Context: an optimization exercise on an open-source flow, tuned for small area, a short achievable clock period and few clock cycles per item. The choices shown serve that exercise and are no tape-out recipe. The RTL was checked by simulation tests, not by an equivalence proof against the original design. Power figures rest on the tool's default switching activity, not on a simulated workload.

$ cat flow/design.v
module regfile (
  input  logic        clk,
  input  logic        rst,
  input  logic        we,        
  input  logic [3:0]  wa,
  input  logic [31:0] wd,
  output logic [15:1] vld_next,  
  input  logic [15:1] sel1,
  input  logic        bp1,
  input  logic [31:0] bv1,
  input  logic [15:1] sel2,
  input  logic        bp2,
  input  logic [31:0] bv2,
  output logic [31:0] rd1,
  output logic [31:0] rd2
);
  logic [15:1][31:0] regs;
  logic [15:1]       vld;
  logic [15:1]       wsel;
  always_comb begin
    for (int k = 1; k < 16; k++) begin
      wsel[k]     = we && (wa == k);
      vld_next[k] = vld[k] | wsel[k];
    end
  end
  always_ff @(posedge clk) begin
    for (int k = 1; k < 16; k++) begin
      if (rst)           vld[k] <= 1'b0;
      else if (wsel[k])  vld[k] <= 1'b1;
      if (wsel[k])       regs[k] <= wd;
    end
  end
  always_comb begin
    rd1 = {32{bp1}} & bv1;
    rd2 = {32{bp2}} & bv2;
    for (int k = 1; k < 16; k++) begin
      rd1 = rd1 | ({32{sel1[k]}} & regs[k]);
      rd2 = rd2 | ({32{sel2[k]}} & regs[k]);
    end
  end
endmodule
module miniRV_top (
  input  logic        clk,
  input  logic        rst,
  output logic [31:0] imem_addr,
  input  logic [31:0] imem_rdata,
  output logic        dmem_we,
  output logic [31:0] dmem_addr,
  output logic [3:0]  dmem_wmask,
  output logic [31:0] dmem_wdata,
  input  logic [31:0] dmem_rdata,
  output logic        halt
);
  logic [31:2] pc;           
  logic [31:0] ir;           
  logic        x_wr;         
  logic        x_ld;         
  logic        x_st;         
  logic        x_jmp;        
  logic        x_add;        
  logic        x_lui;
  logic [3:0]  x_rd;
  logic [15:1] sel1, sel2;   
  logic        fw1, fw2;     
  logic        m_wr;         
  logic        m_ld;
  logic        m_lbu;
  logic [3:0]  m_rd;
  logic [31:0] m_res;        
  logic        st_q;
  logic [3:0]  wmask_q;
  logic [31:0] wdata_q;
  logic        halt_q;
  assign imem_addr  = {pc, 2'b00};
  assign dmem_we    = st_q;
  assign dmem_addr  = {m_res[31:2], 2'b00};
  assign dmem_wmask = wmask_q;
  assign dmem_wdata = wdata_q;
  assign halt       = halt_q;
  logic [31:0] wb;
  logic [7:0]  ld_byte;
  always_comb begin
    case (m_res[1:0])
      2'd0: ld_byte = dmem_rdata[7:0];
      2'd1: ld_byte = dmem_rdata[15:8];
      2'd2: ld_byte = dmem_rdata[23:16];
      default: ld_byte = dmem_rdata[31:24];
    endcase
    if (!m_ld)      wb = m_res;
    else if (m_lbu) wb = {24'd0, ld_byte};
    else            wb = dmem_rdata;
  end
  logic [15:1] vld_next;
  logic [31:0] v1, v2;
  regfile u_regfile (
    .clk      (clk),
    .rst      (rst),
    .we       (m_wr),
    .wa       (m_rd),
    .wd       (wb),
    .vld_next (vld_next),
    .sel1     (sel1),
    .bp1      (fw1),
    .bv1      (m_res),
    .sel2     (sel2),
    .bp2      (fw2),
    .bv2      (m_res),
    .rd1      (v1),
    .rd2      (v2)
  );
  logic [31:0] fi;
  assign fi = imem_rdata;
  logic f_lui, f_jalr, f_ebreak, f_add, f_store, f_load;
  assign f_lui    = ~fi[6] &  fi[2];
  assign f_jalr   =  fi[6] & ~fi[4];
  assign f_ebreak =  fi[6] &  fi[4];
  assign f_add    = ~fi[6] &  fi[5] & fi[4] & ~fi[2];
  assign f_store  = ~fi[6] &  fi[5] & ~fi[4];
  assign f_load   = ~fi[5] & ~fi[4];
  logic [3:0] f_rs1, f_rs2, f_rd;
  assign f_rd  = fi[10:7];
  assign f_rs1 = fi[18:15];
  assign f_rs2 = fi[23:20];
  logic f_use1, f_use2;
  assign f_use1 = ~f_lui;
  assign f_use2 = f_add | f_store;
  logic stall;
  assign stall = x_wr & x_ld & ((f_use1 & (f_rs1 == x_rd)) | (f_use2 & (f_rs2 == x_rd)));
  logic f_fw1, f_fw2;
  assign f_fw1 = x_wr & ~x_ld & (f_rs1 == x_rd) & f_use1;
  assign f_fw2 = x_wr & ~x_ld & (f_rs2 == x_rd);
  logic [15:1] f_sel1, f_sel2;
  always_comb begin
    for (int k = 1; k < 16; k++) begin
      f_sel1[k] = (f_rs1 == k) && vld_next[k] && !f_fw1 && f_use1;
      f_sel2[k] = (f_rs2 == k) && vld_next[k] && !f_fw2;
    end
  end
  logic [31:0] imm;
  assign imm[31:12] = x_lui ? ir[31:12] : {20{ir[31]}};
  assign imm[11:5]  = x_lui ? 7'd0 : ir[31:25];
  assign imm[4:0]   = x_lui ? 5'd0 : (x_st ? ir[11:7] : ir[24:20]);
  logic [31:0] opb, sum;
  assign opb = x_add ? v2 : imm;
  assign sum = v1 + opb;
  logic f_go;    
  assign f_go = ~stall & ~x_jmp;
  always_ff @(posedge clk) begin
    if (rst) begin
      x_wr   <= 1'b0;
      x_st   <= 1'b0;
      x_jmp  <= 1'b0;
      halt_q <= 1'b0;
      m_wr   <= 1'b0;
      st_q   <= 1'b0;
    end else begin
      x_wr   <= f_go & ~f_store & (f_rd != 4'd0);
      x_st   <= f_go & f_store;
      x_jmp  <= f_go & f_jalr;
      halt_q <= f_go & f_ebreak;
      m_wr   <= x_wr;
      st_q   <= x_st;
    end
  end
  logic [31:2] pc_ones;    
  always_comb begin
    pc_ones[2] = 1'b1;
    for (int i = 3; i < 32; i++) pc_ones[i] = pc_ones[i-1] & pc[i-1];
  end
  logic [31:2] pc_seq;
  assign pc_seq = pc ^ (pc_ones & {30{~stall}});
  always_ff @(posedge clk) begin
    if (rst)        pc <= 30'h2000_0000;
    else if (x_jmp) pc <= sum[31:2];
    else            pc <= pc_seq;
  end
  always_ff @(posedge clk) begin
    ir    <= fi;
    x_ld  <= f_load;
    x_add <= f_add;
    x_lui <= f_lui;
    x_rd  <= f_rd;
    sel1  <= f_sel1;
    sel2  <= f_sel2;
    fw1   <= f_fw1;
    fw2   <= f_fw2;
    m_ld    <= x_ld;
    m_lbu   <= ir[14];
    m_rd    <= x_rd;
    m_res   <= x_jmp ? {pc, 2'b00} : sum;
    wmask_q <= ir[13] ? 4'b1111 : (4'b0001 << sum[1:0]);
    wdata_q <= ir[13] ? v2 : {4{v2[7:0]}};
  end
endmodule
$ cat flow/flow/run.sh
#!/bin/bash
# Layout flow: the standard ORFS flow (standard.sh, unchanged synthesis) with
#  - timing repair asked to leave a setup margin, so that the layout is optimised for a
#    period well below the design's 13 ns (the SDC itself is not changed),
#  - port buffers of a plain buffer cell (buf_2) instead of the delay-buffer cell that
#    buffer_ports picks by default, and sizing not limited to same-footprint cells,
#    so that the port buffers can be sized like any other cell,
#  - clock tree sinks clustered 30 to a buffer within 60 um, with no dummy loads.
# make's full output goes to standard.log in the work folder; ORFS's per-step logs are
# under orfs/logs/.
set -euo pipefail
export SETUP_SLACK_MARGIN=${FLOW_SETUP_MARGIN:-9.0}
export CTS_ARGS="-sink_clustering_enable -repair_clock_nets -dont_use_dummy_load -sink_clustering_size 30 -sink_clustering_max_diameter 60"
export BUFFER_PORTS_ARGS="-buffer_cell sky130_fd_sc_hd__buf_2"
bash standard.sh MATCH_CELL_FOOTPRINT=0 finish > standard.log 2>&1
$ cat flow/standard.sh
#!/bin/bash
# synth_recipe.tcl (not shown) runs the flow's synth.tcl, then flattens the netlist and writes it again
# the make line also repeats each setting of config.mk as NAME=value (left out here)
make -C /OpenROAD-flow-scripts/flow DESIGN_CONFIG=/design/flow/config.mk WORK_HOME=/design/flow/orfs CLKGATE_MAP_FILE= SYNTH_SCRIPT=/design/flow/synth_recipe.tcl "${@:-finish}"
$ cat flow/config.mk
export PLATFORM = sky130hd
export DESIGN_NAME = miniRV_top
export DESIGN_NICKNAME = miniRV_top
export VERILOG_FILES = /design/flow/design.v
export SDC_FILE = /design/flow/constraint.sdc
export NUM_CORES = 4
export LEC_CHECK = 0
export CAP_MARGIN = 20
export CORE_MARGIN = 2
export CORE_UTILIZATION = 60
export SLEW_MARGIN = 20
$ cat flow/constraint.sdc
create_clock -name core_clock -period 13.0 [get_ports {clk}]
set_input_delay 2.6000 -clock core_clock [delete_from_list [all_inputs] [get_ports {clk}]]
set_output_delay 2.6000 -clock core_clock [all_outputs]
set_load 0.01 [all_outputs]
==> summary.txt, run 1 <==
Layout
  • Commonest non-fill, non-tap cell in the layout: edfxtp_1
  • Design Area, Final: ~0.033 mm2
  • Share of layout cells above drive strength 1: around 23%
  • Synth-to-Final Area Change: 16.2%
  • Fin util: between 70 and 80%
  • Most frequent cells in the layout: edfxtp_1 (480), a22o_1 (178), a22oi_1 (163)
  • Antenna Cells: 0
  • Final nets: between 2k and 3k

Flow run
  • Max_cap viols: 0

Timing
  • Final period util: a little under a third
  • Fmax: around 250 MHz
  • Final Hold Viols: 0
  • Final Max Tran Viols: 0
  • Skew final: around 0.043 ns
  • Unrepaired setup endpoints after global routing: true
  • Worst Tran Pin Value: between 1 and 1.5 ns
  • Max_slew headroom: roughly 31%
  • Worst-case hold slack: just under 0.4 ns
  • Setup TNS: 0 ns
  • Setup Viol. Count Final: 0
  • Post-layout minimum cycle time: about 4 ns

CTS
  • CTS Hold Buffers Added: 0
  • Total CTS buffers: 42
  • H-tree depth: 2
  • CTS tree: yes
  • Sink Count: ~670
  • Root Driver: clkbuf_16
  • Clock buffer depth: 3
  • Reg clk slew, reported paths: about 0.10 ns
  • Worst skew pair latency: 0.62 ns

Synthesis
  • Post-synth EDFFs: 480
  • Synth Register Bits: between 600 and 700
  • Post-synthesis sequential area ratio: roughly 63%
  • Netlist cell types: between 70 and 80
  • Leading register cell type out of synthesis: edfxtp_1
  • Synthesis warning total: 2
  • Avg Synthesized Cell Area: 12.8 um2
  • Cell Area, Synth: ~0.029 mm2
  • Cells after Synth: roughly 2.2k
  • FFs w/ async S/R, synth: 0%

Detailed routing
  • Wire length per cell: approximately 38 um
  • DRT Pass-1 Iters: 6
  • Initial DRC Count: 5,007
  • Drt drc: 0
  • Vias: approximately 24k
  • Routed Antenna Nets: 0
  • WL final: between 100 and 150 mm
  • Vias/cell: 7.77

Setup path
  • Setup CP Type: reg2reg
  • Crit. End Element: flip-flop
  • Slowest CP cell: a2111o_1
  • Critical path's largest stage delay: ~0.40 ns
  • Crit-path most repeated cell: buf_4
  • Worst-path maximum fanout: 7
  • CP Launch Type: flip-flop
  • Critical Path RT: ~13 ns
  • Worst-path cell chain: buf_4 > clkbuf_16 > buf_4 > a22o_1 > a221oi_1 > nand4_1 > ha_4 > a211o_1 > a2111oi_2 > a21bo_4 > a311oi_4 > o31ai_4 > a2111o_1 > nand3_2 > a2111oi_4
  • Critical Path AT: about 4.5 ns

Floorplan
  • Starting Density: 60.4%
  • Die area: ~0.05 mm2
  • Die X: roughly 220 um
  • IO Pins: approximately 170
  • Placeable Area: 0.0473 mm2
  • Die Y: 222 um
  • Rows: 80

Power
  • Worst VDD drop: 105 uV
  • Power, Total: about 4.0 mW
  • Pwr/cell area: approximately 120 mW/mm2
  • Leak Pwr: 11.6 nW

Placed design
  • Placed cell areas: 0.0300 mm2
  • Routability cong.: between 0.9 and 1
  • Port buffer count: 160
  • DP HPWL: ~63 mm

Global routing
  • Largest net degree at the start of global routing: between 80 and 90
  • First-pass GRT wire length: 153 mm
  • Vias in the first global route: around 22k
  • All-Layer GR Usage: between 40% and 50%
  • Initial antenna violation count: 4
  • Grt total ovfl: 0

Outcome
  • Status: no timing/DRC/antenna violations

Min path
  • Hold crit path type: reg2reg
[where the power goes]
group | leakage, nW | internal, mW | switching [mW]
Clock | 0.518 | 0.573 | 0.672
Combinational | 5.15 | 0.107 | 0.220
Sequential | 5.90 | 2.35 | 0.0719
Total | 11.6 | 3.03 | 0.964
[final timing paths]
| path | start | endpoint | slack [ns] | cells past startpoint |
|---|---|---|---|---|
| setup reg to reg | sel1[2] | pc[30] | 8.93 | 15 |
| setup / recovery | sel1[2] | pc[30] | 8.93 | 15 |
| hold / removal | x_ld | m_ld | 0.40 | 0 |
| hold reg to reg | x_ld | m_ld | 0.40 | 0 |
[state kept, by name, indices dropped and copies added (netlist names), 3 cells and up]
signal	count
wmask_q	4
m_rd	4
u_regfile.vld	15
u_regfile.regs	480
wdata_q	32
ir	22
x_rd	3
pc	30
sel2	15
sel1	15
m_res	32
[cell type report]
class,instances,area (um2)
tap,615,769
multi-input combinational,1352,10300
fill,3251,14100
sequential,665,18200
inverter,35,131
timing repair buffer,328,2760
clock buffer,42,1050
[layer usage]
| layer | vias up | track usage, % | share of wire [%] |
|---|---|---|---|
| met5 | - | 0 | 0.040 |
| met4 | 6 | 23.8 | 6.4 |
| met3 | 528 | 19.7 | 19 |
| met2 | 2378 | 61.3 | 41 |
| met1 | 11353 | 57.4 | 33 |
| li1 | 9319 | - | - |
[worst max-delay path: cells and delay by family, from the launching register on]
kind / cells / cell delay [ns]
buffers and inverters: 3 / 0.48
AOI/OAI and AO/OA: 9 / 2.20
and+or+nand+nor: 2 / 0.49
adders and majority gates: 1 / 0.36
DFF: 1 / 0.38
[cells in the mapped netlist, types with 12 or more instances]
| library cell | n | area share [%] |
|---|---|---|
| mux2i_1 | 15 | 0.52 |
| nand3_1 | 54 | 0.94 |
| edfxtp_1 | 480 | 50 |
| dfxtp_1 | 185 | 13 |
| o21ai_0 | 61 | 1.1 |
| a21oi_1 | 74 | 1.3 |
| nor3_1 | 39 | 0.68 |
| inv_1 | 34 | 0.45 |
| xnor2_1 | 37 | 1.1 |
| xor2_1 | 22 | 0.67 |
| a211oi_1 | 46 | 1.2 |
| a22o_1 | 178 | 5.5 |
| buf_4 | 35 | 0.92 |
| nand2b_1 | 12 | 0.26 |
| a22oi_1 | 163 | 4.3 |
| ha_1 | 32 | 1.4 |
| buf_1 | 15 | 0.20 |
| a221oi_1 | 175 | 5.4 |
| nand4_1 | 66 | 1.4 |
| nor2_1 | 134 | 1.8 |
| nand2_1 | 96 | 1.3 |
| clkbuf_1 | 125 | 1.6 |
[cells by family after synthesis]
| logic type | synth area share (%) |
|---|---|
| AOI/OAI and AO/OA | 20.8 |
| buffers and inverters | 3.27 |
| muxes | 1.23 |
| xor gates and xnor gates | 1.81 |
| adders and majority gates | 1.47 |
| other | 0.0131 |
| and+or+nand+nor | 8.04 |
| DFF | 63.3 |
[metrics by stage]
stage | std cells | setup WS (ns)
floorplan | 2230 | 8.80
global placement | 2888 | 8.18
detailed placement | 2889 | 8.18
CTS | 2947 | 8.93
global route | 3037 | 8.85
finish | 3037 | 8.93
[repair_timing]
item                       CTS  global route
gates resized for setup    114           159
gates cloned                 3            16
setup endpoints to repair   42            34
pin swaps                   21            66
setup buffers               13            72
Testbench counts, summed over its fixed seeds: cycles 33,477, instructions 31,279.
==> inputs of run 2 (changes only) <==
--- a/flow/config.mk
+++ b/flow/config.mk
@@ -8,4 +8,4 @@
 export CAP_MARGIN = 20
 export CORE_MARGIN = 2
-export CORE_UTILIZATION = 60
+export CORE_UTILIZATION = 55
 export SLEW_MARGIN = 20
==> summary.txt, run 2 <==
Power
  • Worst VDD drop: 153 uV (was 105 uV)
  • Power, Total: 4.09 mW (was 4.00 mW)
  • Pwr/cell area: 123 mW/mm2 (was 120 mW/mm2)
  • Leak Pwr: 11.5 nW (was 11.6 nW)

Synthesis
  • Yosys top cell area share: 50.4% (unchanged)
  • Synthesis warning total: 2 (unchanged)
  • Area contributors post-synth: edfxtp_1 (50%), dfxtp_1 (13%), a22o_1 (5.5%) (unchanged)
  • Synth Register Bits: 665 (unchanged)
  • FFs w/ async S/R, synth: 0% (unchanged)
  • Largest area contributor in the netlist: edfxtp_1 (unchanged)
  • Cell Area, Synth: 0.0286 mm2 (unchanged)
  • Most numerous cell in the Yosys netlist: edfxtp_1 (unchanged)
  • Top post-synthesis cells by count: edfxtp_1 (480), dfxtp_1 (185), a22o_1 (178), a221oi_1 (175), a22oi_1 (163) (unchanged)
  • Netlist cell types: 78 (unchanged)
  • Cells after Synth: 2,227 (unchanged)
  • Avg Synthesized Cell Area: 12.8 um2 (unchanged)
  • Post-synth EDFFs: 480 (unchanged)
  • Leading register cell type out of synthesis: edfxtp_1 (unchanged)
  • Post-synthesis sequential area ratio: 63.3% (unchanged)

Floorplan
  • Placeable Area: 0.0514 mm2 (was 0.0473 mm2)
  • IO Pins: 168 (unchanged)
  • Die Y: 232 um (was 222 um)
  • Rows: 83 (was 80)
  • Starting Density: 55.6% (was 60.4%)
  • Die area: 0.0538 mm2 (was 0.0494 mm2)
  • Die X: 232 um (was 222 um)

Min path
  • Min-delay src: x_ld (unchanged)
  • Hold crit path type: reg2reg (unchanged)
  • Worst Hold Path Cells: 0 (unchanged)
  • Worst Hold End: m_ld (unchanged)

Layout
  • Share of layout cells above drive strength 1: 22.3% (was 22.5%)
  • Multi-input gate area: 0.0104 mm2 (was 0.0103 mm2)
  • Top flop regs: u_regfile.regs (480), m_res (32), wdata_q (32) (unchanged)
  • Most flop-heavy register: u_regfile.regs (unchanged)
  • Fin cells: 3,083 (was 3,037)
  • Final nets: 2,501 (was 2,523)
  • Commonest non-fill, non-tap cell in the layout: edfxtp_1 (unchanged)
  • Synth-to-Final Area Change: 16.2% (about the same)
  • FILL cells: 3,812 (was 3,251)
  • Register Area: 0.0182 mm2 (about the same)
  • Most frequent cells in the layout: edfxtp_1 (480), a22o_1 (178), a22oi_1 (162) (was edfxtp_1 (480), a22o_1 (178), a22oi_1 (163))
  • Largest register FFs: 480 (unchanged)

CTS
  • Root Driver: clkbuf_16 (unchanged)
  • H-tree depth: 2 (unchanged)
  • CTS tree: yes (unchanged)
  • CTS Hold Buffers Added: 0 (unchanged)
  • Reg clk slew, reported paths: 0.08 ns (was 0.10 ns)
  • Total CTS buffers: 46 (was 42)
  • Clock buffer depth: 3 (unchanged)
  • Sink Count: 665 (unchanged)
  • Worst skew pair latency: 0.64 ns (was 0.62 ns)

Detailed routing
  • Routed Antenna Nets: 0 (unchanged)
  • Drt drc: 0 (unchanged)
  • Vias/cell: 7.68 (was 7.77)
  • Initial DRC Count: 4,453 (was 5,007)
  • DRT Pass-1 Iters: 6 (unchanged)
  • WL final: 124 mm (was 116 mm)
  • Wire length per cell: 40.2 um (was 38.3 um)
  • Vias: 23.7k (was 23.6k)

Placed design
  • Routability cong.: 1.01 (was 0.966)
  • DP HPWL: 66.7 mm (was 62.6 mm)
  • Port buffer count: 160 (unchanged)
  • Post-Place Cells: 2,965 (was 2,889)

Global routing
  • Initial antenna violation count: 5 (was 4)
  • Vias in the first global route: 22.1k (was 21.6k)
  • All-Layer GR Usage: 44.3% (was 43.9%)
  • Grt total ovfl: 0 (unchanged)
  • First-pass GRT wire length: 165 mm (was 153 mm)
  • Largest net degree at the start of global routing: 87 (was 82)

Setup path
  • Worst-path maximum fanout: 32 (was 7)
  • R2R setup slack: 8.85 ns (was 8.93 ns)
  • Slowest CP cell: a2111o_1 (unchanged)
  • Setup CP Type: reg2reg (unchanged)
  • Critical Path AT: 4.61 ns (was 4.53 ns)
  • Critical Path RT: 13.46 ns (about the same)
  • Crit. End Element: flip-flop (unchanged)
  • Critical path's largest stage delay: 0.48 ns (was 0.40 ns)
  • Worst r2r dst: pc[30] (unchanged)
  • CP Launch Type: flip-flop (unchanged)
  • Worst-case reg-to-reg path depth: 13 (was 15)
  • Worst-path cell chain: buf_12 > a22o_1 > a221oi_1 > nand4_1 > ha_2 > a211o_1 > a2111oi_1 > a21bo_2 > a311oi_2 > o31ai_2 > a2111o_1 > nand3_4 > a2111oi_4 (was buf_4 > clkbuf_16 > buf_4 > a22o_1 > a221oi_1 > nand4_1 > ha_4 > a211o_1 > a2111oi_2 > a21bo_4 > a311oi_4 > o31ai_4 > a2111o_1 > nand3_2 > a2111oi_4)
  • Reg2reg start: sel1[12] (was sel1[2])

Timing
  • Setup TNS: 0 ns (unchanged)
  • Final period util: 31.9% (was 31.3%)
  • Worst Tran Pin Value: 1.15 ns (was 1.03 ns)
  • Post-layout minimum cycle time: 4.15 ns (was 4.07 ns)
  • Final Hold Viols: 0 (unchanged)
  • Skew final: 0.0584 ns (was 0.0429 ns)
  • Max_slew headroom: 23.5% (was 31.2%)
  • Final Max Tran Viols: 0 (unchanged)
  • Setup Viol. Count Final: 0 (unchanged)
  • Unrepaired setup endpoints after global routing: true (unchanged)
  • Fmax: 241 MHz (was 246 MHz)

Outcome
  • Status: no timing/DRC/antenna violations (unchanged)

Flow run
  • Max_cap viols: 0 (unchanged)
## run 2: cell types whose count changed in the layout (fill, tap and decap cells not counted), moves of 4 or more
cell / previous run / this run
buf_4: 108 / 94
buf_2: 158 / 153
o21ai_0: 37 / 42
o21ai_1: 23 / 18
a211oi_1: 38 / 42
a221oi_1: 155 / 151
a221oi_2: 20 / 24
ha_1: 21 / 17
## run 2: what timing repair did
item,4_1_cts,5_1_grt
setup buffers,16,40
setup endpoints to repair,74,44
pin swaps,33,71
cloned,4,8
resized for setup,168,137
## run 2: area by class of cell
cell class                 count  share of cell area [%]
clock buffer                  46                    3.46
timing repair buffer         302                    7.47
multi-input combinational   1352                    31.4
tap                          680                    2.56
antenna                        3                  0.0226
inverter                      35                   0.395
sequential                   665                    54.7
## run 2: power breakdown
group          internal, mW  switching, mW
registers              2.35         0.0694
logic                 0.116          0.236
clock network         0.625          0.686
total                  3.09          0.991
## run 2: cells by family (layout without fill, tap and decap cells)
family          Yosys count  after routing  synth area share, %
flops                   665            665                 63.3
compound gates          767            767                 20.8
simple gates            464            464                 8.04
xor+xnor                 59             59                 1.81
buf+inv                 213            383                 3.27
other cells               1              7               0.0131
fa+ha+maj                33             33                 1.47
mux                      25             25                 1.23
## run 2: per-stage QoR
stage	util [%]	setup slack, ns	hold slack, ns	instance area, um2
final	64.7	8.85	0.366	33200
after global routing	64.6	8.81	0.378	33200
after CTS	62.6	8.95	0.365	32200
after detailed placement	58.8	8.19	0.353	30200
after global placement	58.8	8.21	0.351	30200
after floorplan	-	8.80	0.331	28700
## run 2: layer usage
layer	vias to the layer above	GRT usage (%)	share of wire [%]
met5	-	0	0.058
met4	8	28.2	7.8
met3	579	15.8	17
met2	2377	63.1	41
met1	11424	57.5	34
li1	9293	-	-
## run 2: critical path, delay by kind of cell, from the launching register on
family / cells / cell delay (ns)
flops: 1 / 0.33
fa+ha+maj: 1 / 0.40
compound gates: 9 / 2.41
simple gates: 2 / 0.58
buf+inv: 1 / 0.19
## run 2: worst max path at each step
stage                         startpoint                  end  slack, ns  cells past startpoint
final                           sel1[12]               pc[30]       8.85                     13
after global routing             sel1[6]               pc[30]       8.81                     13
after CTS                        sel1[6]            m_res[28]       8.95                     13
after detailed placement  dmem_rdata[11]  u_regfile.regs[163]       8.19                      4
after global placement    dmem_rdata[11]  u_regfile.regs[163]       8.21                      4
after floorplan           imem_rdata[21]               pc[30]       8.80                      9
==> inputs of run 3 (changes only) <==
--- a/flow/flow/run.sh
+++ b/flow/flow/run.sh
@@ -10,5 +10,5 @@
 # under orfs/logs/.
 set -euo pipefail
-export SETUP_SLACK_MARGIN=${FLOW_SETUP_MARGIN:-9.0}
+export SETUP_SLACK_MARGIN=${FLOW_SETUP_MARGIN:-9.1}
 export CTS_ARGS="-sink_clustering_enable -repair_clock_nets -dont_use_dummy_load -sink_clustering_size 30 -sink_clustering_max_diameter 60"
 export BUFFER_PORTS_ARGS="-buffer_cell sky130_fd_sc_hd__buf_2"
--- a/flow/config.mk
+++ b/flow/config.mk
@@ -8,4 +8,4 @@
 export CAP_MARGIN = 20
 export CORE_MARGIN = 2
-export CORE_UTILIZATION = 55
+export CORE_UTILIZATION = 60
 export SLEW_MARGIN = 20
==> summary.txt, run 3 <==
Synthesis
  • Synth Register Bits: 665 (unchanged)
  • Area contributors post-synth: edfxtp_1 (50%), dfxtp_1 (13%), a22o_1 (5.5%) (unchanged)
  • Cell Area, Synth: 0.0286 mm2 (unchanged)
  • FFs w/ async S/R, synth: 0% (unchanged)
  • Most numerous cell in the Yosys netlist: edfxtp_1 (unchanged)
  • Largest area contributor in the netlist: edfxtp_1 (unchanged)
  • Avg Synthesized Cell Area: 12.8 um2 (unchanged)
  • Leading register cell type out of synthesis: edfxtp_1 (unchanged)
  • Post-synth EDFFs: 480 (unchanged)
  • Synthesis warning total: 2 (unchanged)
  • Post-synthesis sequential area ratio: 63.3% (unchanged)
  • Cells after Synth: 2,227 (unchanged)
  • Netlist cell types: 78 (unchanged)
  • Yosys top cell area share: 50.4% (unchanged)
  • Top post-synthesis cells by count: edfxtp_1 (480), dfxtp_1 (185), a22o_1 (178), a221oi_1 (175), a22oi_1 (163) (unchanged)

Setup path
  • Worst r2r dst: pc[30] (unchanged)
  • Crit path from: imem_rdata[23] (was sel1[12])
  • Critical Path Stages: 10 (was 13)
  • Critical Path AT: 4.59 ns (was 4.61 ns)
  • CP endpoint: pc[30] (unchanged)
  • Critical Path RT: 13.51 ns (was 13.46 ns)
  • Setup CP Type: in2reg (was reg2reg)
  • Worst-path maximum fanout: 4 (was 32)
  • Worst-case reg-to-reg path depth: 15 (was 13)
  • Critical path's largest stage delay: 0.38 ns (was 0.48 ns)
  • Top delay family on crit path: compound AO/OA/AOI/OAI gates (unchanged)
  • WP buf/inv: 2 (was 1)
  • Slowest CP cell: a2111oi_4 (was a2111o_1)
  • Worst-path cell chain: buf_12 > xnor2_2 > nand4_1 > o32ai_4 > buf_6 > a2111oi_4 > and3_4 > nand3_4 > nor3b_4 > a2111oi_4 (was buf_12 > a22o_1 > a221oi_1 > nand4_1 > ha_2 > a211o_1 > a2111oi_1 > a21bo_2 > a311oi_2 > o31ai_2 > a2111o_1 > nand3_4 > a2111oi_4)
  • Crit-path most repeated cell: a2111oi_4
  • R2R setup slack: 8.97 ns (was 8.85 ns)
  • Reg2reg start: sel2[10] (was sel1[12])
  • CP Launch Type: input pin (was flip-flop)
  • Crit. End Element: flip-flop (unchanged)

Floorplan
  • Die X: 222 um (was 232 um)
  • Die Y: 222 um (was 232 um)
  • Starting Density: 60.4% (was 55.6%)
  • Placeable Area: 0.0473 mm2 (was 0.0514 mm2)
  • Rows: 80 (was 83)
  • Die area: 0.0494 mm2 (was 0.0538 mm2)
  • IO Pins: 168 (unchanged)

Timing
  • Final Hold Viols: 0 (unchanged)
  • Fmax: 245 MHz (was 241 MHz)
  • Unrepaired setup endpoints after global routing: true (unchanged)
  • Worst-case hold slack: 0.408 ns (was 0.366 ns)
  • Final period util: 31.4% (was 31.9%)
  • Setup TNS: 0 ns (unchanged)
  • Final Max Tran Viols: 0 (unchanged)
  • Worst Tran Pin Value: 1.12 ns (was 1.15 ns)
  • Post-layout minimum cycle time: 4.08 ns (was 4.15 ns)
  • Max_slew headroom: 25.2% (was 23.5%)
  • Skew final: 0.0740 ns (was 0.0584 ns)
  • Setup Viol. Count Final: 0 (unchanged)

Detailed routing
  • Routed Antenna Nets: 0 (unchanged)
  • Wire length per cell: 38.3 um (was 40.2 um)
  • WL final: 117 mm (was 124 mm)
  • DRT Pass-1 Iters: 9 (was 6)
  • Initial DRC Count: 4,769 (was 4,453)
  • Vias/cell: 7.89 (was 7.68)
  • Drt drc: 0 (unchanged)
  • Vias: 24.0k (was 23.7k)

Layout
  • FILL cells: 3,238 (was 3,812)
  • Most flop-heavy register: u_regfile.regs (unchanged)
  • Commonest non-fill, non-tap cell in the layout: edfxtp_1 (unchanged)
  • Top flop regs: u_regfile.regs (480), m_res (32), wdata_q (32) (unchanged)
  • Largest register FFs: 480 (unchanged)
  • Final nets: 2,526 (was 2,501)
  • Share of layout cells above drive strength 1: 24.0% (was 22.3%)
  • Fin cells: 3,044 (was 3,083)
  • Most frequent cells in the layout: edfxtp_1 (480), a22o_1 (178), a22oi_1 (162) (unchanged)
  • Synth-to-Final Area Change: 16.7% (was 16.2%)

Global routing
  • All-Layer GR Usage: 45.9% (was 44.3%)
  • Grt total ovfl: 0 (unchanged)
  • First-pass GRT wire length: 160 mm (was 165 mm)
  • Vias in the first global route: 22.1k (about the same)
  • Largest net degree at the start of global routing: 81 (was 87)
  • Initial antenna violation count: 5 (unchanged)

Power
  • Worst VDD drop: 109 uV (was 153 uV)
  • Leak Pwr: 11.6 nW (was 11.5 nW)
  • Pwr/cell area: 121 mW/mm2 (was 123 mW/mm2)

CTS
  • Total CTS buffers: 44 (was 46)
  • Root Driver: clkbuf_16 (unchanged)
  • Sink Count: 665 (unchanged)
  • Reg clk slew, reported paths: 0.08 ns (about the same)
  • Worst skew pair latency: 0.64 ns (about the same)
  • Clock buffer depth: 3 (unchanged)
  • CTS tree: yes (unchanged)
  • H-tree depth: 2 (unchanged)

Placed design
  • Post-Place Cells: 2,890 (was 2,965)
  • DP HPWL: 62.7 mm (was 66.7 mm)
  • Port buffer count: 160 (unchanged)
  • Routability cong.: 0.946 (was 1.01)

Min path
  • Hold crit path type: reg2reg (unchanged)

Flow run
  • Max_cap viols: 0 (unchanged)

Outcome
  • Status: no timing/DRC/antenna violations (unchanged)
-- run 3: changes by cell type in the layout (fill, tap and decap cells not counted), moves of 5 or more --
cell,previous run,this run
buf_4,94,118
o21ai_1,18,23
a211oi_2,3,10
dfxtp_4,15,20
dfxtp_2,12,27
buf_6,13,8
a211oi_1,42,34
dfxtp_1,158,138
-- run 3: routing by layer --
metal	global-route usage (%)	vias up	part of all wire (%)
li1	-	9347	-
met2	65.5	2546	41
met5	0	-	0.11
met4	26.7	4	7.1
met1	57.9	11568	33
met3	20.8	564	18
-- run 3: worst min path at each step --
stage | slack [ns] | depth (start not counted) | from | endpoint
6_report | 0.41 | 0 | x_ld | m_ld
5_1_grt | 0.41 | 0 | x_ld | m_ld
4_1_cts | 0.41 | 0 | x_ld | m_ld
3_5_place_dp | 0.38 | 0 | x_ld | m_ld
3_3_place_gp | 0.39 | 0 | x_ld | m_ld
2_1_floorplan | 0.33 | 0 | ir[14] | m_lbu
-- run 3: what timing repair did --
item                                   4_1_cts  5_1_grt
cloned                                      12        2
gates resized for setup                    240       98
pin swaps                                   47       78
hold buffers                                 0        0
endpoints found under the hold margin        0        0
setup buffers                               57       34
setup endpoints to repair                   73       41
-- run 3: power by group --
part,internal [mW],leakage (nW),switching (mW)
Combinational,0.113,5.18,0.226
Clock,0.598,0.542,0.683
Sequential,2.35,5.90,0.0697
Total,3.07,11.6,0.978
-- run 3: cells by family after synthesis --
group | count (synthesis) | share of synthesized area, %
muxes | 25 | 1.23
other | 1 | 0.0131
buffers and inverters | 213 | 3.27
xor gates and xnor gates | 59 | 1.81
and+or+nand+nor | 464 | 8.04
DFF | 665 | 63.3
adders and majority gates | 33 | 1.47
AOI/OAI and AO/OA | 767 | 20.8
-- run 3: through the flow --
stage                     instance area [um2]  power (mW)  utilization, %  worst slack, ns
after floorplan                         28700        2.62               -             8.80
after global placement                  30000        2.75            63.4             8.20
after detailed placement                30000        2.76            63.5             8.19
after CTS                               32600        4.00            69.0             8.99
after global routing                    33400        4.12            70.5             8.87
final                                   33400        4.04            70.5             8.92
-- run 3: worst register-to-register path, delay by kind of cell (launching register included) --
kind | cells | cell delay (ns)
adders and majority gates | 1 | 0.24
AOI/OAI and AO/OA | 9 | 2.23
DFF | 1 | 0.34
and+or+nand+nor | 3 | 0.68
buffers and inverters | 2 | 0.37
-- run 3: layout make-up --
type	instances	area, um2	share of cell area, %
Inverter	35	131	0.393
Clock buffer	44	1100	3.30
Antenna cell	4	10.0	0.0300
Tap cell	615	769	2.30
Multi-Input combinational cell	1352	10400	31.3
Timing Repair Buffer	329	2720	8.14
Sequential cell	665	18200	54.6
==> inputs of run 4 (changes only) <==
--- a/flow/flow/run.sh
+++ b/flow/flow/run.sh
@@ -10,5 +10,5 @@
 # under orfs/logs/.
 set -euo pipefail
-export SETUP_SLACK_MARGIN=${FLOW_SETUP_MARGIN:-9.1}
+export SETUP_SLACK_MARGIN=${FLOW_SETUP_MARGIN:-9.0}
 export CTS_ARGS="-sink_clustering_enable -repair_clock_nets -dont_use_dummy_load -sink_clustering_size 30 -sink_clustering_max_diameter 60"
 export BUFFER_PORTS_ARGS="-buffer_cell sky130_fd_sc_hd__buf_2"
--- a/flow/config.mk
+++ b/flow/config.mk
@@ -9,3 +9,4 @@
 export CORE_MARGIN = 2
 export CORE_UTILIZATION = 60
+export GPL_TIMING_DRIVEN = 0
 export SLEW_MARGIN = 20
==> summary.txt, run 4 <==
Outcome
  • Status: no timing/DRC/antenna violations (unchanged)

CTS
  • CTS tree: yes (unchanged)
  • Root Driver: clkbuf_16 (unchanged)
  • Sink Count: 665 (unchanged)
  • Reg clk slew, reported paths: 0.09 ns (was 0.08 ns)
  • Total CTS buffers: 41 (was 44)
  • CTS Hold Buffers Added: 0 (unchanged)
  • Clock buffer depth: 3 (unchanged)
  • H-tree depth: 2 (unchanged)
  • Worst skew pair latency: 0.62 ns (was 0.64 ns)

Timing
  • Setup ws final: 8.77 ns (was 8.92 ns)
  • Final period util: 32.5% (was 31.4%)
  • Max_slew headroom: 14.7% (was 25.2%)
  • Skew final: 0.0533 ns (was 0.0740 ns)
  • Fmax: 236 MHz (was 245 MHz)
  • Final Max Tran Viols: 0 (unchanged)
  • Worst Tran Pin Value: 1.28 ns (was 1.12 ns)
  • Post-layout minimum cycle time: 4.23 ns (was 4.08 ns)
  • Setup Viol. Count Final: 0 (unchanged)
  • Final Hold Viols: 0 (unchanged)
  • Unrepaired setup endpoints after global routing: true (unchanged)
  • Setup TNS: 0 ns (unchanged)
  • Worst-case hold slack: 0.374 ns (was 0.408 ns)

Detailed routing
  • Initial DRC Count: 5,821 (was 4,769)
  • Drt drc: 0 (unchanged)
  • Vias/cell: 8.12 (was 7.89)
  • WL final: 131 mm (was 117 mm)
  • Wire length per cell: 41.8 um (was 38.3 um)
  • Vias: 25.5k (was 24.0k)
  • Routed Antenna Nets: 0 (unchanged)
  • DRT Pass-1 Iters: 11 (was 9)

Layout
  • Fin cells: 3,147 (was 3,044)
  • Commonest non-fill, non-tap cell in the layout: edfxtp_1 (unchanged)
  • Share of layout cells above drive strength 1: 25.3% (was 24.0%)
  • Final nets: 2,627 (was 2,526)
  • Most frequent cells in the layout: edfxtp_1 (480), a22o_1 (178), buf_2 (171) (was edfxtp_1 (480), a22o_1 (178), a22oi_1 (162))
  • FILL cells: 3,226 (was 3,238)
  • Synth-to-Final Area Change: 18.8% (was 16.7%)
  • Largest register FFs: 480 (unchanged)
  • Top flop regs: u_regfile.regs (480), m_res (32), wdata_q (32) (unchanged)
  • Most flop-heavy register: u_regfile.regs (unchanged)

Synthesis
  • FFs w/ async S/R, synth: 0% (unchanged)
  • Area contributors post-synth: edfxtp_1 (50%), dfxtp_1 (13%), a22o_1 (5.5%) (unchanged)
  • Post-synth EDFFs: 480 (unchanged)
  • Cell Area, Synth: 0.0286 mm2 (unchanged)
  • Post-synthesis sequential area ratio: 63.3% (unchanged)
  • Avg Synthesized Cell Area: 12.8 um2 (unchanged)
  • Most numerous cell in the Yosys netlist: edfxtp_1 (unchanged)
  • Cells after Synth: 2,227 (unchanged)
  • Top post-synthesis cells by count: edfxtp_1 (480), dfxtp_1 (185), a22o_1 (178), a221oi_1 (175), a22oi_1 (163) (unchanged)
  • Yosys top cell area share: 50.4% (unchanged)
  • Leading register cell type out of synthesis: edfxtp_1 (unchanged)
  • Largest area contributor in the netlist: edfxtp_1 (unchanged)
  • Synth Register Bits: 665 (unchanged)
  • Netlist cell types: 78 (unchanged)
  • Synthesis warning total: 2 (unchanged)

Power
  • Pwr/cell area: 119 mW/mm2 (was 121 mW/mm2)
  • Leak Pwr: 11.9 nW (was 11.6 nW)
  • Worst VDD drop: 133 uV (was 109 uV)

Setup path
  • Critical Path RT: 13.44 ns (was 13.51 ns)
  • Critical path's largest stage delay: 0.50 ns (was 0.38 ns)
  • Reg2reg start: sel1[1] (was sel2[10])
  • Critical Path AT: 4.67 ns (was 4.59 ns)
  • WP buf/inv: 1 (was 2)
  • Slowest CP cell: nand4_1 (was a2111oi_4)
  • R2R setup slack: 8.77 ns (was 8.97 ns)
  • Worst-case reg-to-reg path depth: 12 (was 15)
  • Crit. End Element: flip-flop (unchanged)
  • Worst-path maximum fanout: 10 (was 4)
  • Worst r2r dst: pc[30] (unchanged)
  • CP Launch Type: flip-flop (was input pin)
  • Crit path from: sel1[1] (was imem_rdata[23])
  • Worst-path cell chain: buf_2 > a221oi_1 > nand4_1 > ha_4 > or3_4 > o21bai_4 > a21bo_4 > a311oi_4 > o31ai_4 > a2111o_1 > nand3_4 > a2111oi_4 (was buf_12 > xnor2_2 > nand4_1 > o32ai_4 > buf_6 > a2111oi_4 > and3_4 > nand3_4 > nor3b_4 > a2111oi_4)
  • Top delay family on crit path: compound AO/OA/AOI/OAI gates (unchanged)
  • Setup CP Type: reg2reg (was in2reg)

Floorplan
  • Die X: 222 um (unchanged)
  • Die Y: 222 um (unchanged)
  • Die area: 0.0494 mm2 (unchanged)
  • Starting Density: 60.4% (unchanged)
  • Placeable Area: 0.0473 mm2 (unchanged)
  • IO Pins: 168 (unchanged)
  • Rows: 80 (unchanged)

Global routing
  • Vias in the first global route: 23.4k (was 22.1k)
  • All-Layer GR Usage: 51.5% (was 45.9%)
  • Largest net degree at the start of global routing: 31 (was 81)
  • Grt total ovfl: 0 (unchanged)
  • Initial antenna violation count: 7 (was 5)
  • First-pass GRT wire length: 175 mm (was 160 mm)

Min path
  • Worst Hold End: m_ld (unchanged)
  • Hold crit path type: reg2reg (unchanged)
  • Worst Hold Path Cells: 0 (unchanged)
  • Min-delay src: x_ld (unchanged)

Placed design
  • DP HPWL: 90.1 mm (was 62.7 mm)
  • Dpl ws: 7.41 ns (was 8.19 ns)
  • Port buffer count: 160 (unchanged)
  • Post-Place Cells: 3,050 (was 2,890)
  • Routability cong.: 1.04 (was 0.946)

Flow run
  • Max_cap viols: 0 (unchanged)
==> run 4: cells by family after synthesis <==
| family | after synthesis | share of synthesized area [%] |
|---|---|---|
| and+or+nand+nor | 464 | 8.04 |
| buffers and inverters | 213 | 3.27 |
| DFF | 665 | 63.3 |
| AOI/OAI and AO/OA | 767 | 20.8 |
| adders and majority gates | 33 | 1.47 |
| xor gates and xnor gates | 59 | 1.81 |
| muxes | 25 | 1.23 |
| other | 1 | 0.0131 |
==> run 4: repair_timing <==
item	in CTS	in global routing
setup endpoints to repair	73	44
resized for setup	597	170
pin swaps	44	63
setup buffers	30	20
==> run 4: area by class of cell <==
cell class	count	area (um2)	share of cell area, %
Sequential cell	665	18200	53.6
Multi-Input combinational cell	1352	10500	30.8
Timing Repair Buffer	255	2020	5.93
Buffer	178	1360	3.99
Clock buffer	41	1030	3.02
Tap cell	615	769	2.26
Inverter	35	131	0.387
Antenna cell	6	15.0	0.0442
==> run 4: per-layer routing <==
layer  vias up  GRT usage, %  wire (um)
met5         -          2.74        300
met4        14          34.5      13000
met3       925          29.0      25800
met2      3032          71.6      51300
met1     12019          60.5      41100
li1       9548             -          -
==> run 4: metrics by stage <==
stage / cell area [um2] / total power, mW / utilization, %
4_1_cts: 33200 / 3.97 / 70.1
2_1_floorplan: 28700 / 2.62 / -
3_3_place_gp: 30300 / 2.78 / 63.9
3_5_place_dp: 31200 / 2.79 / 65.8
5_1_grt: 34000 / 4.09 / 71.7
6_report: 34000 / 4.03 / 71.8
==> run 4: where the power goes <==
group | internal (mW) | switching, mW
logic | 0.126 | 0.243
registers | 2.36 | 0.0735
clock network | 0.560 | 0.672
total | 3.04 | 0.989
==> run 4: worst max-delay path by stage <==
stage	end	slack, ns	cells after the start
after floorplan	pc[30]	8.80	9
after global placement	sel2[12]	5.50	4
after detailed placement	m_res[29]	7.41	15
after CTS	m_res[29]	8.90	14
after global routing	m_res[29]	8.79	14
final	pc[30]	8.77	12
==> inputs of run 5 (changes only) <==
--- a/flow/config.mk
+++ b/flow/config.mk
@@ -9,4 +9,4 @@
 export CORE_MARGIN = 2
 export CORE_UTILIZATION = 60
-export GPL_TIMING_DRIVEN = 0
+export PLACE_DENSITY = 0.72
 export SLEW_MARGIN = 20
==> summary.txt, run 5 <==
Global routing
  • Largest net degree at the start of global routing: 97 (was 31)
  • All-Layer GR Usage: 45.1% (was 51.5%)
  • Grt total ovfl: 0 (unchanged)
  • Vias in the first global route: 22.3k (was 23.4k)
  • First-pass GRT wire length: 157 mm (was 175 mm)
  • Initial antenna violation count: 6 (was 7)

Floorplan
  • Placeable Area: 0.0473 mm2 (unchanged)
  • Rows: 80 (unchanged)
  • IO Pins: 168 (unchanged)
  • Die area: 0.0494 mm2 (unchanged)
  • Die X: 222 um (unchanged)
  • Starting Density: 60.4% (unchanged)
  • Die Y: 222 um (unchanged)

Timing
  • Max_slew headroom: 29.9% (was 14.7%)
  • Worst Tran Pin Value: 1.05 ns (was 1.28 ns)
  • Final period util: 31.5% (was 32.5%)
  • Final Hold Viols: 0 (unchanged)
  • Unrepaired setup endpoints after global routing: true (unchanged)
  • Setup TNS: 0 ns (unchanged)
  • Post-layout minimum cycle time: 4.09 ns (was 4.23 ns)
  • Fmax: 244 MHz (was 236 MHz)
  • Skew final: 0.0845 ns (was 0.0533 ns)
  • Final Max Tran Viols: 0 (unchanged)
  • Setup Viol. Count Final: 0 (unchanged)

Setup path
  • Critical Path RT: 13.44 ns (about the same)
  • Crit. End Element: flip-flop (unchanged)
  • Worst-path maximum fanout: 32 (was 10)
  • Setup CP Type: reg2reg (unchanged)
  • CP Launch Type: flip-flop (unchanged)
  • Critical Path AT: 4.54 ns (was 4.67 ns)

CTS
  • Root Driver: clkbuf_16 (unchanged)
  • Worst skew pair latency: 0.64 ns (was 0.62 ns)
  • H-tree depth: 2 (unchanged)
  • Reg clk slew, reported paths: 0.07 ns (was 0.09 ns)
  • Total CTS buffers: 44 (was 41)
  • Clock buffer depth: 3 (unchanged)
  • Sink Count: 665 (unchanged)
  • CTS tree: yes (unchanged)

Power
  • Worst VDD drop: 90.1 uV (was 133 uV)
  • Leak Pwr: 11.5 nW (was 11.9 nW)
  • Pwr/cell area: 121 mW/mm2 (was 119 mW/mm2)

Layout
  • Synth-to-Final Area Change: 16.3% (was 18.8%)
  • Final nets: 2,510 (was 2,627)
  • Top flop regs: u_regfile.regs (480), m_res (32), wdata_q (32) (unchanged)
  • Largest register FFs: 480 (unchanged)
  • Commonest non-fill, non-tap cell in the layout: edfxtp_1 (unchanged)
  • Most frequent cells in the layout: edfxtp_1 (480), a22o_1 (178), a22oi_1 (163) (was edfxtp_1 (480), a22o_1 (178), buf_2 (171))
  • FILL cells: 3,197 (was 3,226)
  • Design Area, Final: 0.0333 mm2 (was 0.0340 mm2)
  • Most flop-heavy register: u_regfile.regs (unchanged)
  • Share of layout cells above drive strength 1: 22.5% (was 25.3%)

Synthesis
  • Largest area contributor in the netlist: edfxtp_1 (unchanged)
  • Area contributors post-synth: edfxtp_1 (50%), dfxtp_1 (13%), a22o_1 (5.5%) (unchanged)
  • Synthesis warning total: 2 (unchanged)
  • Avg Synthesized Cell Area: 12.8 um2 (unchanged)
  • Post-synthesis sequential area ratio: 63.3% (unchanged)
  • Yosys top cell area share: 50.4% (unchanged)
  • Cell Area, Synth: 0.0286 mm2 (unchanged)
  • Post-synth EDFFs: 480 (unchanged)
  • FFs w/ async S/R, synth: 0% (unchanged)
  • Leading register cell type out of synthesis: edfxtp_1 (unchanged)
  • Top post-synthesis cells by count: edfxtp_1 (480), dfxtp_1 (185), a22o_1 (178), a221oi_1 (175), a22oi_1 (163) (unchanged)
  • Synth Register Bits: 665 (unchanged)
  • Netlist cell types: 78 (unchanged)
  • Cells after Synth: 2,227 (unchanged)
  • Most numerous cell in the Yosys netlist: edfxtp_1 (unchanged)

Detailed routing
  • Drt drc: 0 (unchanged)
  • Routed Antenna Nets: 0 (unchanged)
  • WL final: 116 mm (was 131 mm)
  • Initial DRC Count: 4,878 (was 5,821)
  • Vias/cell: 7.85 (was 8.12)
  • DRT Pass-1 Iters: 7 (was 11)
  • Vias: 23.8k (was 25.5k)
  • Wire length per cell: 38.2 um (was 41.8 um)

Outcome
  • Status: no timing/DRC/antenna violations (unchanged)

Placed design
  • Routability cong.: 0.966 (was 1.04)
  • Port buffer count: 160 (unchanged)
  • Placed cell areas: 0.0300 mm2 (was 0.0312 mm2)
  • DP HPWL: 61.9 mm (was 90.1 mm)

Min path
  • Hold crit path type: reg2reg (unchanged)

Flow run
  • Max_cap viols: 0 (unchanged)
run 5: power breakdown:
group | total (mW) | leakage (nW) | switching (mW) | internal (mW)
combinational | 0.331 | 5.08 | 0.223 | 0.108
clock | 1.28 | 0.542 | 0.679 | 0.599
sequential | 2.42 | 5.90 | 0.0712 | 2.35
run 5: cell families after synthesis:
| kind of cell | Yosys count | share of synthesized area [%] |
|---|---|---|
| fa+ha+maj | 33 | 1.47 |
| flops | 665 | 63.3 |
| compound gates | 767 | 20.8 |
| simple gates | 464 | 8.04 |
| buf+inv | 213 | 3.27 |
| other cells | 1 | 0.0131 |
| xor+xnor | 59 | 1.81 |
| mux | 25 | 1.23 |
run 5: repair_timing:
| item | CTS | global route |
|---|---|---|
| pin swaps | 33 | 53 |
| setup buffers | 56 | 19 |
| gates resized for setup | 197 | 106 |
| setup endpoints to repair | 53 | 47 |
| cloned | 13 | 4 |
| hold buffers | 0 | 0 |
run 5: final timing paths:
path | to | startpoint | slack (ns) | cells after the start
setup / recovery | m_res[29] | sel1[1] | 8.91 | 13
hold / removal | m_ld | x_ld | 0.37 | 0
setup reg to reg | m_res[29] | sel1[1] | 8.91 | 13
hold reg to reg | m_ld | x_ld | 0.37 | 0
run 5: routing by layer:
metal | part of all wire [%] | vias up | GRT usage, %
met3 | 19 | 649 | 21.8
li1 | - | 9317 | -
met2 | 41 | 2501 | 62.3
met5 | 0.020 | - | 0
met1 | 33 | 11291 | 55.5
met4 | 7.9 | 4 | 31.3
run 5: worst max-delay path: stages (launching register included):
cell,delay (ns)
dfxtp_1,0.31
buf_6,0.25
a22o_1,0.28
a221oi_1,0.24
nand4_1,0.44
ha_2,0.41
a2111oi_4,0.37
o21ai_2,0.10
a311o_1,0.39
a31oi_4,0.26
a21oi_4,0.10
or3_4,0.39
o32ai_4,0.23
o31ai_1,0.11
run 5: final cells by class:
cell class | instances | area (um2) | area share, %
Timing Repair Buffer | 313 | 2640 | 7.94
Inverter | 35 | 131 | 0.395
Multi-Input combinational cell | 1352 | 10400 | 31.3
Tap cell | 615 | 769 | 2.31
Clock buffer | 44 | 1100 | 3.31
Antenna cell | 2 | 5.00 | 0.0150
Sequential cell | 665 | 18200 | 54.7
run 5: through the flow:
step | setup slack [ns] | power [mW] | hold WS (ns) | util (%) | cells
finish | 8.91 | 4.03 | 0.371 | 70.2 | 3026
floorplan | 8.80 | 2.62 | 0.331 | - | 2230
global route | 8.89 | 4.11 | 0.381 | 70.2 | 3024
global placement | 8.16 | 2.75 | 0.357 | 63.4 | 2885
detailed placement | 8.03 | 2.76 | 0.352 | 63.4 | 2888
CTS | 8.92 | 3.99 | 0.370 | 68.8 | 3001
==> inputs of run 6 (changes only) <==
==> flow/run.sh (new file) <==
#!/bin/bash
# synth_recipe.tcl (not shown) runs the flow's synth.tcl, then flattens the netlist and writes it again
# the make line also repeats each setting of config.mk as NAME=value (left out here)
make -C /OpenROAD-flow-scripts/flow DESIGN_CONFIG=/design/flow/config.mk WORK_HOME=/design/flow/orfs CLKGATE_MAP_FILE= SYNTH_SCRIPT=/design/flow/synth_recipe.tcl finish
--- a/flow/config.mk
+++ b/flow/config.mk
@@ -9,4 +9,6 @@
 export CORE_MARGIN = 2
 export CORE_UTILIZATION = 60
-export PLACE_DENSITY = 0.72
+export CTS_CLUSTER_DIAMETER = 60
+export CTS_CLUSTER_SIZE = 30
+export SETUP_SLACK_MARGIN = 5
 export SLEW_MARGIN = 20
removed: flow/flow/run.sh
removed: flow/standard.sh
==> summary.txt, run 6 <==
Setup path
  • Worst-path maximum fanout: 32 (unchanged)
  • Setup CP Type: reg2reg (unchanged)
  • Crit. End Element: flip-flop (unchanged)
  • Critical Path RT: 13.45 ns (was 13.44 ns)
  • Critical Path AT: 5.51 ns (was 4.54 ns)
  • CP Launch Type: flip-flop (unchanged)

Power
  • Worst VDD drop: 130 uV (was 90.1 uV)
  • Power, Total: 4.28 mW (was 4.03 mW)
  • Pwr/cell area: 133 mW/mm2 (was 121 mW/mm2)
  • Leak Pwr: 10.7 nW (was 11.5 nW)

Detailed routing
  • Routed Antenna Nets: 0 (unchanged)
  • Initial DRC Count: 4,443 (was 4,878)
  • Wire length per cell: 36.9 um (was 38.2 um)
  • Drt drc: 0 (unchanged)
  • DRT Pass-1 Iters: 7 (unchanged)
  • Vias: 22.9k (was 23.8k)
  • WL final: 109 mm (was 116 mm)
  • Vias/cell: 7.74 (was 7.85)

Placed design
  • Routability cong.: 0.966 (about the same)
  • Port buffer count: 160 (unchanged)
  • DP HPWL: 62.1 mm (was 61.9 mm)
  • Post-Place Cells: 2,885 (was 2,888)

Timing
  • Final period util: 39.0% (was 31.5%)
  • Max_slew headroom: 30.8% (was 29.9%)
  • Post-layout minimum cycle time: 5.06 ns (was 4.09 ns)
  • Worst Tran Pin Value: 1.04 ns (was 1.05 ns)
  • Final Max Tran Viols: 0 (unchanged)
  • Setup Viol. Count Final: 0 (unchanged)
  • Final Hold Viols: 0 (unchanged)
  • Fmax: 197 MHz (was 244 MHz)
  • Skew final: 0.0481 ns (was 0.0845 ns)
  • Setup TNS: 0 ns (unchanged)
  • Unrepaired setup endpoints after global routing: false (was true)

Synthesis
  • Post-synthesis sequential area ratio: 63.3% (unchanged)
  • Post-synth EDFFs: 480 (unchanged)
  • Avg Synthesized Cell Area: 12.8 um2 (unchanged)
  • Synth Register Bits: 665 (unchanged)
  • Synthesis warning total: 2 (unchanged)
  • Cells after Synth: 2,227 (unchanged)
  • Top post-synthesis cells by count: edfxtp_1 (480), dfxtp_1 (185), a22o_1 (178), a221oi_1 (175), a22oi_1 (163) (unchanged)
  • Netlist cell types: 78 (unchanged)
  • Largest area contributor in the netlist: edfxtp_1 (unchanged)
  • FFs w/ async S/R, synth: 0% (unchanged)
  • Yosys top cell area share: 50.4% (unchanged)
  • Leading register cell type out of synthesis: edfxtp_1 (unchanged)
  • Area contributors post-synth: edfxtp_1 (50%), dfxtp_1 (13%), a22o_1 (5.5%) (unchanged)
  • Most numerous cell in the Yosys netlist: edfxtp_1 (unchanged)
  • Cell Area, Synth: 0.0286 mm2 (unchanged)

CTS
  • Clock buffer depth: 3 (unchanged)
  • Root Driver: clkbuf_16 (unchanged)
  • CTS Hold Buffers Added: 0 (unchanged)
  • H-tree depth: 2 (unchanged)
  • Worst skew pair latency: 0.64 ns (about the same)
  • Total CTS buffers: 42 (was 44)
  • Reg clk slew, reported paths: 0.10 ns (was 0.07 ns)
  • CTS tree: yes (unchanged)
  • Sink Count: 665 (unchanged)
  • CTS-repair resized insts: 0 (was 197)
  • Post-CTS setup buffers: 0 (was 56)

Layout
  • Most frequent cells in the layout: edfxtp_1 (480), dfxtp_1 (183), a22o_1 (178) (was edfxtp_1 (480), a22o_1 (178), a22oi_1 (163))
  • Most flop-heavy register: u_regfile.regs (unchanged)
  • Fin cells: 2,965 (was 3,026)
  • Synth-to-Final Area Change: 12.8% (was 16.3%)
  • Share of layout cells above drive strength 1: 8.13% (was 22.5%)
  • FILL cells: 3,389 (was 3,197)
  • Commonest non-fill, non-tap cell in the layout: edfxtp_1 (unchanged)
  • Largest register FFs: 480 (unchanged)
  • Top flop regs: u_regfile.regs (480), m_res (32), wdata_q (32) (unchanged)
  • Final nets: 2,414 (was 2,510)

Global routing
  • Largest net degree at the start of global routing: 97 (unchanged)
  • Vias in the first global route: 21.6k (was 22.3k)
  • All-Layer GR Usage: 43.4% (was 45.1%)
  • Initial antenna violation count: 8 (was 6)
  • Grt total ovfl: 0 (unchanged)
  • First-pass GRT wire length: 152 mm (was 157 mm)

Flow run
  • Max_cap viols: 0 (unchanged)

Min path
  • Hold crit path type: reg2reg (unchanged)

Floorplan
  • Rows: 80 (unchanged)
  • Starting Density: 60.4% (unchanged)
  • IO Pins: 168 (unchanged)
  • Die area: 0.0494 mm2 (unchanged)
  • Die Y: 222 um (unchanged)
  • Die X: 222 um (unchanged)
  • Placeable Area: 0.0473 mm2 (unchanged)

Outcome
  • Status: no timing/DRC/antenna violations (unchanged)
run 6: power by group:
| group | internal (mW) | switching (mW) | total [mW] |
|---|---|---|---|
| clock network | 0.702 | 0.817 | 1.52 |
| registers | 2.35 | 0.0721 | 2.43 |
| logic | 0.124 | 0.207 | 0.332 |
run 6: area by class of cell:
cell class	count	area [um2]	area share, %
flip-flops and latches	665	18100	56.2
multi-input cells	1352	9670	30.0
repair buffers	219	2040	6.32
clock buffers	44	1080	3.35
well taps	615	769	2.38
clock inverters	33	450	1.40
inverters	35	131	0.407
diodes	2	5.00	0.0155
run 6: routing by layer:
metal | wire (um) | track usage (%) | part of all wire (%) | vias up
met5 | 181 | 1.86 | 0.17 | -
met4 | 6360 | 21.2 | 5.8 | 10
met3 | 20800 | 20.9 | 19 | 517
met2 | 44900 | 61.7 | 41 | 2313
met1 | 37200 | 55.6 | 34 | 10963
li1 | - | - | - | 9138
run 6: worst paths after layout:
kind | start | end | slack (ns) | cells after the start
max | sel2[1] | m_res[30] | 7.94 | 16
min | x_ld | m_ld | 0.39 | 0
max reg2reg | sel2[1] | m_res[30] | 7.94 | 16
min reg2reg | x_ld | m_ld | 0.39 | 0
run 6: logic make-up (layout without fill, tap and decap cells):
family | after synthesis | count (layout) | synth area share, %
compound gates | 767 | 767 | 20.8
flops | 665 | 665 | 63.3
simple gates | 464 | 464 | 8.04
buf+inv | 213 | 331 | 3.27
xor+xnor | 59 | 59 | 1.81
fa+ha+maj | 33 | 33 | 1.47
mux | 25 | 25 | 1.23
other cells | 1 | 6 | 0.0131
run 6: worst max-delay path, stage by stage, from the launching register on:
cell      delay (ns)
dfxtp_1         0.31
buf_4           0.36
a22o_1          0.30
a221oi_1        0.21
nand3_1         0.10
nor2_1          0.59
o22ai_1         0.16
ha_1            0.27
fa_1            0.50
a211oi_1        0.35
o21bai_1        0.21
a21bo_2         0.30
a311oi_2        0.33
o31ai_2         0.17
a2111o_1        0.43
nand3_1         0.20
o21ai_1         0.11
run 6: per-stage QoR:
step / utilization [%] / setup slack, ns / hold WS, ns / area, um2
after floorplan: - / 8.69 / 0.331 / 28600
after global placement: 64.9 / 7.58 / 0.382 / 30700
after detailed placement: 64.9 / 7.55 / 0.376 / 30700
after CTS: 68.1 / 8.17 / 0.387 / 32300
after global routing: 68.1 / 7.73 / 0.401 / 32300
final: 68.1 / 7.94 / 0.391 / 32300

## port drivers added, routing unchanged
Ports are ideal in the flow. The routed layouts listed here were re-timed in OpenROAD.
Step 1, drivers: a clkbuf_16 drives clk and a buf_2 each remaining input, both assumed.
Step 2 times the ports against the registers' clock, not the clock port: input delays grow and output delays shrink by t, the midpoint of the rising clock arrivals with the driver on.
Three values: ideal ports, drivers, drivers and shift; two values: the first two.
| run | t, ns | setup slack, ns | worst register clock-pin slew, ns |
|---|---|---|---|
| run 1 | 0.662 | 8.932 / 8.892 / 8.415 | 0.10 / 0.10 |
| run 2 | 0.669 | 8.855 / 8.855 / 8.380 | 0.11 / 0.11 |
| run 3 | 0.667 | 8.922 / 8.932 / 8.265 | 0.11 / 0.11 |
| run 4 | 0.659 | 8.770 / 8.770 / 8.235 | 0.11 / 0.11 |
| run 5 | 0.657 | 8.905 / 8.905 / 8.319 | 0.11 / 0.11 |
| run 6 | 0.676 | 7.936 / 7.936 / 7.495 | 0.11 / 0.11 |
After both steps every run listed still meets setup and hold. For run 3, which loses most, drivers alone change the setup slack by +0.010 ns; drivers and shift together by -0.657 ns.
